Context: an optimization exercise on an open-source flow, tuned for small area, a short achievable clock period and few clock cycles per item. The choices shown serve that exercise and are no tape-out recipe.
Function not checked in this run: the RTL went through the layout flow alone.
Power and IR drop assume default switching activity.

==> flow/config.mk <==
export PLATFORM = sky130hd
export DESIGN_NAME = sobel_gx_gy
export DESIGN_NICKNAME = sobel_gx_gy
export VERILOG_FILES = /design/flow/design.v
export SDC_FILE = /design/flow/constraint.sdc
export NUM_CORES = 4
export LEC_CHECK = 0
export ABC_AREA = 1
export CAP_MARGIN = 20
export CORE_MARGIN = 2
export CORE_UTILIZATION = 40
export SLEW_MARGIN = 20
==> flow/constraint.sdc <==
create_clock -name core_clock -period 4.2 [get_ports {i_clk}]
set_input_delay 0.8400 -clock core_clock [delete_from_list [all_inputs] [get_ports {i_clk}]]
set_output_delay 0.8400 -clock core_clock [all_outputs]
set_load 0.01 [all_outputs]
==> flow/design.v <==
module sobel_gx_gy#(
    parameter p_data_bits = 8
) (
    input wire i_clk,
    input wire i_rst,
    output wire busy_out,
    input wire valid_in,
    input wire [9*p_data_bits-1:0] data_in,
    output reg valid_out,
    output reg [p_data_bits-1:0] data_out_gx,
    output reg [p_data_bits-1:0] data_out_gy
);
wire [7:0] a00 = data_in[71:64];
wire [7:0] a10 = data_in[63:56];
wire [7:0] a20 = data_in[55:48];
wire [7:0] a01 = data_in[47:40];
wire [7:0] a21 = data_in[31:24];
wire [7:0] a02 = data_in[23:16];
wire [7:0] a12 = data_in[15:8];
wire [7:0] a22 = data_in[7:0];
assign busy_out = 1'b0;
wire tx1_s1 = a00[1] ^ a02[1] ^ a01[0];
wire tx1_c2 = (a00[1] & a02[1]) | (a00[1] & a01[0]) | (a02[1] & a01[0]);
wire tx2_s3 = a00[2] ^ a02[2] ^ a01[1];
wire tx2_c4 = (a00[2] & a02[2]) | (a00[2] & a01[1]) | (a02[2] & a01[1]);
wire tx2_s5 = a20[2] ^ a22[2];
wire tx2_c6 = a20[2] | a22[2];
wire tx3_s7 = a00[3] ^ a02[3] ^ a01[2];
wire tx3_c8 = (a00[3] & a02[3]) | (a00[3] & a01[2]) | (a02[3] & a01[2]);
wire tx3_s9 = a20[3] ^ a22[3] ^ a21[2];
wire tx3_c10 = (a20[3] & a22[3]) | (a20[3] & a21[2]) | (a22[3] & a21[2]);
wire tx4_s11 = a00[4] ^ a02[4] ^ a01[3];
wire tx4_c12 = (a00[4] & a02[4]) | (a00[4] & a01[3]) | (a02[4] & a01[3]);
wire tx4_s13 = a20[4] ^ a22[4] ^ a21[3];
wire tx4_c14 = (a20[4] & a22[4]) | (a20[4] & a21[3]) | (a22[4] & a21[3]);
wire tx5_s15 = a00[5] ^ a02[5] ^ a01[4];
wire tx5_c16 = (a00[5] & a02[5]) | (a00[5] & a01[4]) | (a02[5] & a01[4]);
wire tx5_s17 = a20[5] ^ a22[5] ^ a21[4];
wire tx5_c18 = (a20[5] & a22[5]) | (a20[5] & a21[4]) | (a22[5] & a21[4]);
wire tx6_s19 = a00[6] ^ a02[6] ^ a01[5];
wire tx6_c20 = (a00[6] & a02[6]) | (a00[6] & a01[5]) | (a02[6] & a01[5]);
wire tx6_s21 = a20[6] ^ a22[6] ^ a21[5];
wire tx6_c22 = (a20[6] & a22[6]) | (a20[6] & a21[5]) | (a22[6] & a21[5]);
wire tx7_s23 = a00[7] ^ a02[7] ^ a01[6];
wire tx7_c24 = (a00[7] & a02[7]) | (a00[7] & a01[6]) | (a02[7] & a01[6]);
wire tx7_s25 = a20[7] ^ a22[7] ^ a21[6];
wire tx7_c26 = (a20[7] & a22[7]) | (a20[7] & a21[6]) | (a22[7] & a21[6]);
wire tx0_s27 = a00[0] ^ a02[0];
wire tx0_c28 = a00[0] & a02[0];
wire tx1_s29 = a20[1] ^ a22[1] ^ a21[0];
wire tx1_c30 = (a20[1] & a22[1]) | (a20[1] & a21[0]) | (a22[1] & a21[0]);
wire tx2_s31 = tx1_c2 ^ tx2_s3 ^ tx2_s5;
wire tx2_c32 = (tx1_c2 & tx2_s3) | (tx1_c2 & tx2_s5) | (tx2_s3 & tx2_s5);
wire tx3_s33 = tx2_c4 ^ tx3_s7 ^ ~tx2_c6;
wire tx3_c34 = (tx2_c4 & tx3_s7) | (tx2_c4 & ~tx2_c6) | (tx3_s7 & ~tx2_c6);
wire tx4_s35 = tx3_c8 ^ tx4_s11 ^ ~tx3_c10;
wire tx4_c36 = (tx3_c8 & tx4_s11) | (tx3_c8 & ~tx3_c10) | (tx4_s11 & ~tx3_c10);
wire tx5_s37 = tx4_c12 ^ tx5_s15 ^ ~tx4_c14;
wire tx5_c38 = (tx4_c12 & tx5_s15) | (tx4_c12 & ~tx4_c14) | (tx5_s15 & ~tx4_c14);
wire tx6_s39 = tx5_c16 ^ tx6_s19 ^ ~tx5_c18;
wire tx6_c40 = (tx5_c16 & tx6_s19) | (tx5_c16 & ~tx5_c18) | (tx6_s19 & ~tx5_c18);
wire tx7_s41 = tx6_c20 ^ tx7_s23 ^ ~tx6_c22;
wire tx7_c42 = (tx6_c20 & tx7_s23) | (tx6_c20 & ~tx6_c22) | (tx7_s23 & ~tx6_c22);
wire tx8_s43 = a01[7] ^ tx7_c24 ^ ~a21[7];
wire tx8_c44 = (a01[7] & tx7_c24) | (a01[7] & ~a21[7]) | (tx7_c24 & ~a21[7]);
wire tx0_s45 = a20[0] ^ a22[0];
wire tx0_c46 = a20[0] | a22[0];
wire tx1_s47 = tx1_s1 ^ tx0_c28 ^ ~tx1_s29;
wire tx1_c48 = (tx1_s1 & tx0_c28) | (tx1_s1 & ~tx1_s29) | (tx0_c28 & ~tx1_s29);
wire tx2_s49 = ~tx2_s31 ^ a21[1] ^ tx1_c30;
wire tx2_c50 = (~tx2_s31 & a21[1]) | (~tx2_s31 & tx1_c30) | (a21[1] & tx1_c30);
wire tx3_s51 = tx2_c32 ^ tx3_s33 ^ ~tx3_s9;
wire tx3_c52 = (tx2_c32 & tx3_s33) | (tx2_c32 & ~tx3_s9) | (tx3_s33 & ~tx3_s9);
wire tx4_s53 = tx3_c34 ^ tx4_s35 ^ ~tx4_s13;
wire tx4_c54 = (tx3_c34 & tx4_s35) | (tx3_c34 & ~tx4_s13) | (tx4_s35 & ~tx4_s13);
wire tx5_s55 = tx4_c36 ^ tx5_s37 ^ ~tx5_s17;
wire tx5_c56 = (tx4_c36 & tx5_s37) | (tx4_c36 & ~tx5_s17) | (tx5_s37 & ~tx5_s17);
wire tx6_s57 = tx5_c38 ^ tx6_s39 ^ ~tx6_s21;
wire tx6_c58 = (tx5_c38 & tx6_s39) | (tx5_c38 & ~tx6_s21) | (tx6_s39 & ~tx6_s21);
wire tx7_s59 = tx6_c40 ^ tx7_s41 ^ ~tx7_s25;
wire tx7_c60 = (tx6_c40 & tx7_s41) | (tx6_c40 & ~tx7_s25) | (tx7_s41 & ~tx7_s25);
wire tx8_s61 = tx7_c42 ^ tx8_s43 ^ ~tx7_c26;
wire tx8_c62 = (tx7_c42 & tx8_s43) | (tx7_c42 & ~tx7_c26) | (tx8_s43 & ~tx7_c26);
wire ty1_s63 = a00[1] ^ a20[1] ^ a10[0];
wire ty1_c64 = (a00[1] & a20[1]) | (a00[1] & a10[0]) | (a20[1] & a10[0]);
wire ty2_s65 = a00[2] ^ a20[2] ^ a10[1];
wire ty2_c66 = (a00[2] & a20[2]) | (a00[2] & a10[1]) | (a20[2] & a10[1]);
wire ty2_s67 = a02[2] ^ a22[2];
wire ty2_c68 = a02[2] | a22[2];
wire ty3_s69 = a00[3] ^ a20[3] ^ a10[2];
wire ty3_c70 = (a00[3] & a20[3]) | (a00[3] & a10[2]) | (a20[3] & a10[2]);
wire ty3_s71 = a02[3] ^ a22[3] ^ a12[2];
wire ty3_c72 = (a02[3] & a22[3]) | (a02[3] & a12[2]) | (a22[3] & a12[2]);
wire ty4_s73 = a00[4] ^ a20[4] ^ a10[3];
wire ty4_c74 = (a00[4] & a20[4]) | (a00[4] & a10[3]) | (a20[4] & a10[3]);
wire ty4_s75 = a02[4] ^ a22[4] ^ a12[3];
wire ty4_c76 = (a02[4] & a22[4]) | (a02[4] & a12[3]) | (a22[4] & a12[3]);
wire ty5_s77 = a00[5] ^ a20[5] ^ a10[4];
wire ty5_c78 = (a00[5] & a20[5]) | (a00[5] & a10[4]) | (a20[5] & a10[4]);
wire ty5_s79 = a02[5] ^ a22[5] ^ a12[4];
wire ty5_c80 = (a02[5] & a22[5]) | (a02[5] & a12[4]) | (a22[5] & a12[4]);
wire ty6_s81 = a00[6] ^ a20[6] ^ a10[5];
wire ty6_c82 = (a00[6] & a20[6]) | (a00[6] & a10[5]) | (a20[6] & a10[5]);
wire ty6_s83 = a02[6] ^ a22[6] ^ a12[5];
wire ty6_c84 = (a02[6] & a22[6]) | (a02[6] & a12[5]) | (a22[6] & a12[5]);
wire ty7_s85 = a00[7] ^ a20[7] ^ a10[6];
wire ty7_c86 = (a00[7] & a20[7]) | (a00[7] & a10[6]) | (a20[7] & a10[6]);
wire ty7_s87 = a02[7] ^ a22[7] ^ a12[6];
wire ty7_c88 = (a02[7] & a22[7]) | (a02[7] & a12[6]) | (a22[7] & a12[6]);
wire ty0_s89 = a00[0] ^ a20[0];
wire ty0_c90 = a00[0] & a20[0];
wire ty1_s91 = a02[1] ^ a22[1] ^ a12[0];
wire ty1_c92 = (a02[1] & a22[1]) | (a02[1] & a12[0]) | (a22[1] & a12[0]);
wire ty2_s93 = ty1_c64 ^ ty2_s65 ^ ty2_s67;
wire ty2_c94 = (ty1_c64 & ty2_s65) | (ty1_c64 & ty2_s67) | (ty2_s65 & ty2_s67);
wire ty3_s95 = ty2_c66 ^ ty3_s69 ^ ~ty2_c68;
wire ty3_c96 = (ty2_c66 & ty3_s69) | (ty2_c66 & ~ty2_c68) | (ty3_s69 & ~ty2_c68);
wire ty4_s97 = ty3_c70 ^ ty4_s73 ^ ~ty3_c72;
wire ty4_c98 = (ty3_c70 & ty4_s73) | (ty3_c70 & ~ty3_c72) | (ty4_s73 & ~ty3_c72);
wire ty5_s99 = ty4_c74 ^ ty5_s77 ^ ~ty4_c76;
wire ty5_c100 = (ty4_c74 & ty5_s77) | (ty4_c74 & ~ty4_c76) | (ty5_s77 & ~ty4_c76);
wire ty6_s101 = ty5_c78 ^ ty6_s81 ^ ~ty5_c80;
wire ty6_c102 = (ty5_c78 & ty6_s81) | (ty5_c78 & ~ty5_c80) | (ty6_s81 & ~ty5_c80);
wire ty7_s103 = ty6_c82 ^ ty7_s85 ^ ~ty6_c84;
wire ty7_c104 = (ty6_c82 & ty7_s85) | (ty6_c82 & ~ty6_c84) | (ty7_s85 & ~ty6_c84);
wire ty8_s105 = a10[7] ^ ty7_c86 ^ ~a12[7];
wire ty8_c106 = (a10[7] & ty7_c86) | (a10[7] & ~a12[7]) | (ty7_c86 & ~a12[7]);
wire ty0_s107 = a02[0] ^ a22[0];
wire ty0_c108 = a02[0] | a22[0];
wire ty1_s109 = ty1_s63 ^ ty0_c90 ^ ~ty1_s91;
wire ty1_c110 = (ty1_s63 & ty0_c90) | (ty1_s63 & ~ty1_s91) | (ty0_c90 & ~ty1_s91);
wire ty2_s111 = ~ty2_s93 ^ a12[1] ^ ty1_c92;
wire ty2_c112 = (~ty2_s93 & a12[1]) | (~ty2_s93 & ty1_c92) | (a12[1] & ty1_c92);
wire ty3_s113 = ty2_c94 ^ ty3_s95 ^ ~ty3_s71;
wire ty3_c114 = (ty2_c94 & ty3_s95) | (ty2_c94 & ~ty3_s71) | (ty3_s95 & ~ty3_s71);
wire ty4_s115 = ty3_c96 ^ ty4_s97 ^ ~ty4_s75;
wire ty4_c116 = (ty3_c96 & ty4_s97) | (ty3_c96 & ~ty4_s75) | (ty4_s97 & ~ty4_s75);
wire ty5_s117 = ty4_c98 ^ ty5_s99 ^ ~ty5_s79;
wire ty5_c118 = (ty4_c98 & ty5_s99) | (ty4_c98 & ~ty5_s79) | (ty5_s99 & ~ty5_s79);
wire ty6_s119 = ty5_c100 ^ ty6_s101 ^ ~ty6_s83;
wire ty6_c120 = (ty5_c100 & ty6_s101) | (ty5_c100 & ~ty6_s83) | (ty6_s101 & ~ty6_s83);
wire ty7_s121 = ty6_c102 ^ ty7_s103 ^ ~ty7_s87;
wire ty7_c122 = (ty6_c102 & ty7_s103) | (ty6_c102 & ~ty7_s87) | (ty7_s103 & ~ty7_s87);
wire ty8_s123 = ty7_c104 ^ ty8_s105 ^ ~ty7_c88;
wire ty8_c124 = (ty7_c104 & ty8_s105) | (ty7_c104 & ~ty7_c88) | (ty8_s105 & ~ty7_c88);
reg valid_r;
reg rx_0_0;
reg rx_0_1;
reg rx_1_0;
reg rx_1_1;
reg rx_2_0;
reg rx_2_1;
reg rx_3_0;
reg rx_3_1;
reg rx_4_0;
reg rx_4_1;
reg rx_5_0;
reg rx_5_1;
reg rx_6_0;
reg rx_6_1;
reg rx_7_0;
reg rx_7_1;
reg rx_8_0;
reg rx_8_1;
reg rx_9_0;
reg rx_9_1;
reg ry_0_0;
reg ry_0_1;
reg ry_1_0;
reg ry_1_1;
reg ry_2_0;
reg ry_2_1;
reg ry_3_0;
reg ry_3_1;
reg ry_4_0;
reg ry_4_1;
reg ry_5_0;
reg ry_5_1;
reg ry_6_0;
reg ry_6_1;
reg ry_7_0;
reg ry_7_1;
reg ry_8_0;
reg ry_8_1;
reg ry_9_0;
reg ry_9_1;
always @(posedge i_clk) begin
    valid_r <= valid_in & ~i_rst;
    rx_0_0 <= tx0_s45;
    rx_0_1 <= tx0_s27;
    rx_1_0 <= tx0_c46;
    rx_1_1 <= tx1_s47;
    rx_2_0 <= tx1_c48;
    rx_2_1 <= tx2_s49;
    rx_3_0 <= tx2_c50;
    rx_3_1 <= tx3_s51;
    rx_4_0 <= tx3_c52;
    rx_4_1 <= tx4_s53;
    rx_5_0 <= tx4_c54;
    rx_5_1 <= tx5_s55;
    rx_6_0 <= tx5_c56;
    rx_6_1 <= tx6_s57;
    rx_7_0 <= tx6_c58;
    rx_7_1 <= tx7_s59;
    rx_8_0 <= tx7_c60;
    rx_8_1 <= tx8_s61;
    rx_9_0 <= tx8_c62;
    rx_9_1 <= tx8_c44;
    ry_0_0 <= ty0_s107;
    ry_0_1 <= ty0_s89;
    ry_1_0 <= ty0_c108;
    ry_1_1 <= ty1_s109;
    ry_2_0 <= ty1_c110;
    ry_2_1 <= ty2_s111;
    ry_3_0 <= ty2_c112;
    ry_3_1 <= ty3_s113;
    ry_4_0 <= ty3_c114;
    ry_4_1 <= ty4_s115;
    ry_5_0 <= ty4_c116;
    ry_5_1 <= ty5_s117;
    ry_6_0 <= ty5_c118;
    ry_6_1 <= ty6_s119;
    ry_7_0 <= ty6_c120;
    ry_7_1 <= ty7_s121;
    ry_8_0 <= ty7_c122;
    ry_8_1 <= ty8_s123;
    ry_9_0 <= ty8_c124;
    ry_9_1 <= ty8_c106;
end
wire [10:0] fx0 = {1'b0, rx_9_0, rx_8_0, rx_7_0, rx_6_0, rx_5_0, rx_4_0, ~rx_3_0, rx_2_0, ~rx_1_0, rx_0_0};
wire [10:0] fx1 = {1'b0, rx_9_1, rx_8_1, rx_7_1, rx_6_1, rx_5_1, rx_4_1, rx_3_1, ~rx_2_1, rx_1_1, rx_0_1};
wire [10:0] sx = fx0 + fx1;
wire [10:0] fy0 = {1'b0, ry_9_0, ry_8_0, ry_7_0, ry_6_0, ry_5_0, ry_4_0, ~ry_3_0, ry_2_0, ~ry_1_0, ry_0_0};
wire [10:0] fy1 = {1'b0, ry_9_1, ry_8_1, ry_7_1, ry_6_1, ry_5_1, ry_4_1, ry_3_1, ~ry_2_1, ry_1_1, ry_0_1};
wire [10:0] sy = fy0 + fy1;
always @(posedge i_clk) begin
    valid_out   <= valid_r & ~i_rst;
    data_out_gx <= sx[10:3];
    data_out_gy <= sy[10:3];
end
endmodule
==> flow/flow/run.sh <==
#!/bin/bash
# Standard ORFS layout, except that the port buffers are plain buf_1 cells
# instead of the resizer's default pick (a 10 um2 delay buffer).
set -euo pipefail
export BUFFER_PORTS_ARGS="-buffer_cell sky130_fd_sc_hd__buf_1"
bash standard.sh finish > orfs_flow.log 2>&1
==> flow/standard.sh <==
#!/bin/bash
# synth_recipe.tcl (not shown) runs the flow's synth.tcl, then flattens the netlist and writes it again
# the make line also repeats each setting of config.mk as NAME=value (left out here)
make -C /OpenROAD-flow-scripts/flow DESIGN_CONFIG=/design/flow/config.mk WORK_HOME=/design/flow/orfs CLKGATE_MAP_FILE= SYNTH_SCRIPT=/design/flow/synth_recipe.tcl "${@:-finish}"
==> key figures <==
Synth
  – FFs w/ async S/R, synth: 0
  – Number of synthesized flops with an enable pin: 0
  – Simple-Gate Fraction of Synth Area: 0.130
  – Seq cells post-synth: 58
  – Synth top cells by count: inv_1, nand2_1, dfxtp_1
  – Post-Synthesis Cells: 411
  – Synth Area in Adders: 0.382
  – Post-synth top area share: 0.312
  – Top_reg_cell synth: dfxtp_1
  – Synth warn: 1
  – Synth Cell Area: 3720 um^2
  – Syn_nets: 566
  – Area fraction in compound gates after synthesis: 0.0276
  – Post-synthesis mux area share: 0
  – Sequential fraction of the synthesis area: 0.312
  – Count leader, synth: inv_1
  – Xor and xnor area share after synthesis: 0.00941
  – Area leader, netlist: dfxtp_1
  – Yosys cell types: 18
  – Largest cells by area after synthesis: dfxtp_1, fa_1, inv_1
  – Largest family of logic cells by synthesized area: adder cells
  – Synthesized area per cell: 9.05 um^2

Place
  – Dpl cells: 604
  – GP Congestion: 0.845
  – Placed inst area: 4160 um^2
  – Hpwl dp: 5940 um
  – Pre-CTS setup slack: 1.47 ns
  – Number of port buffers: 83

Clocking
  – Clock sink count: 58
  – Clk latency of the worst-skew pair: 0.33 ns
  – Post-CTS Setup Inserts: 0
  – CTS Buf Count: 9
  – Resized cells post-CTS: 0
  – CTS H-Tree Depth: 3
  – Reg clk slew, reported paths: 0.07 ns
  – Hold Buf Count CTS: 0
  – Clock Tree Root: clkbuf_8
  – CTS Buffer Depth: 2
  – CTS tree: done

Power and ir drop
  – Total power: 2.53 mW
  – Pwr/cell area: 583 nW/um^2
  – Worst IR Drop VDD: 0.210 mV
  – Leak: 2.33 nW

Timing
  – Pins Over Slew Limit: 0
  – Hold WS: 0.403 ns
  – Final Setup Violations: 0
  – Fin crit share: 0.564
  – Final WS setup: 1.83 ns
  – Hold Fails Final Rpt: 0
  – RSZ-0062 raised after global routing: false
  – F_max: 0.422 GHz
  – TNS Setup: 0 ns
  – Period minus WS final: 2.37 ns
  – Clock Skews: 0.00619 ns

Route
  – Initial DRC count: 123
  – Routed len/inst: 10.8 um
  – DR pass1 iterations: 5
  – Via Count: 2644
  – Drt total wl: 6710 um
  – # DRC: 0
  – Via density per instance: 4.27
  – Antenna Nets Post-Route: 0

GRT
  – Initial antenna violation count: 0
  – Total gr overflow: 0
  – Number of global-route vias before repair: 2792
  – First-pass GRT wire length: 11800 um
  – Largest net degree at the start of global routing: 10
  – Global Route Usage Sum: 0.154

Worst setup path
  – Crit Path Class: in -> reg
  – Worst Path Required: 4.41 ns
  – Reg2reg path depth: 8
  – Arr. time, crit path: 2.58 ns
  – CP Capture Type: flop
  – Crit path launch type: input port
  – Crit path max fanout: 2

Die
  – Initial core utilization: 0.407
  – I/O pin count: 93
  – Chip height: 100 um
  – # rows: 35
  – Total Die Area: 10100 um^2
  – Die width: 100 um
  – Core area: 9150 um^2

Layout
  – Biggest regs: data_out_gx x8, data_out_gy x8
  – Share of cells above drive strength 1: 0.0453
  – Nets: 659
  – Non-Filler Instances: 619
  – Finished Cell Area: 4330 um^2
  – Area delta synth->final: 16.5%
  – Final Util: 0.474
  – Antenna diode count: 0

Min path
  – Hold path depth: 2
  – Tightest Hold Check Type: reg -> reg

Status
  – Status: finished clean

Run
  – Max Cap Viol: 0
cell type report:
| cell class | count | area (um^2) |
|---|---|---|
| tap | 111 | 139 |
| fill | 920 | 4820 |
| clock inverter | 3 | 15.0 |
| multi-input combinational | 217 | 2050 |
| inverter | 135 | 507 |
| timing repair buffer | 83 | 312 |
| sequential | 58 | 1160 |
| clock buffer | 12 | 155 |
cells by family (layout without fill, tap and decap cells):
kind of cell / Yosys count / after routing
other cells: 1 / 1
flops: 58 / 58
xor+xnor: 4 / 4
buf+inv: 136 / 233
simple gates: 116 / 116
compound gates: 16 / 16
fa+ha+maj: 80 / 80
final timing paths:
path / from / endpoint / slack (ns)
max reg2reg: rx_3_0 / data_out_gx[7] / 2.81
max: data_in[19] / rx_3_1 / 1.83
min: valid_r / valid_out / 0.40
min reg2reg: valid_r / valid_out / 0.40
power by group:
group          internal, mW  total (mW)  switching, mW
registers             0.772       0.827         0.0558
logic                 0.482        1.25          0.772
clock network         0.240       0.444          0.204
worst max-delay path, stage by stage:
cell   delay (ns)
buf_1        0.15
inv_1        0.08
fa_1         0.50
fa_1         0.52
inv_1        0.05
fa_1         0.43
metal layers:
| layer | vias to the layer above | GRT usage | routed length [um] |
|---|---|---|---|
| met3 | 6 | 0.0603 | 504 |
| met2 | 85 | 0.264 | 3190 |
| met4 | 0 | 0.0485 | 88 |
| met1 | 1207 | 0.176 | 2920 |
| li1 | 1346 | - | - |
| met5 | - | 0 | 0 |
cells in the final DEF (no fill, tap or decap):
cell	count
fa_1	56
dfxtp_1	58
conb_1	1
nand2_2	6
clkinv_2	3
nand3_1	12
nor3_1	2
nand4_1	2
clkbuf_8	11
nor2_1	13
buf_1	83
nand3b_1	2
xor2_1	4
a21oi_2	2
a21oi_1	8
ha_1	24
clkbuf_1	1
inv_1	135
nand2_1	78
nor2_2	1
o21bai_1	6

static timing again, ports no longer ideal:
How much do the figures lean on ideal ports? The routed layout below was timed once more, with nothing changed but the port constraints. Step 1 assumes that a clkbuf_16 drives the clock port and a buf_2 every other input. Step 2 adds t to the input delays and takes it off the output delays; t is the mean of the earliest and latest rising clock arrival at the registers after step 1. Input paths then give back, and output paths get back, about the clock's delay inside the block. Slacks: ideal ports / drivers / drivers and shift; pairs: ideal ports / drivers.
t (ns): 0.360
setup WS [ns]: 1.832 / 1.842 / 1.481
worst setup path after step 2: input to register
worst register clock-pin slew, ns: 0.07 / 0.07
After both steps this run still meets setup and hold. For this run, drivers alone change the setup slack by +0.010 ns; drivers and shift together by -0.351 ns.
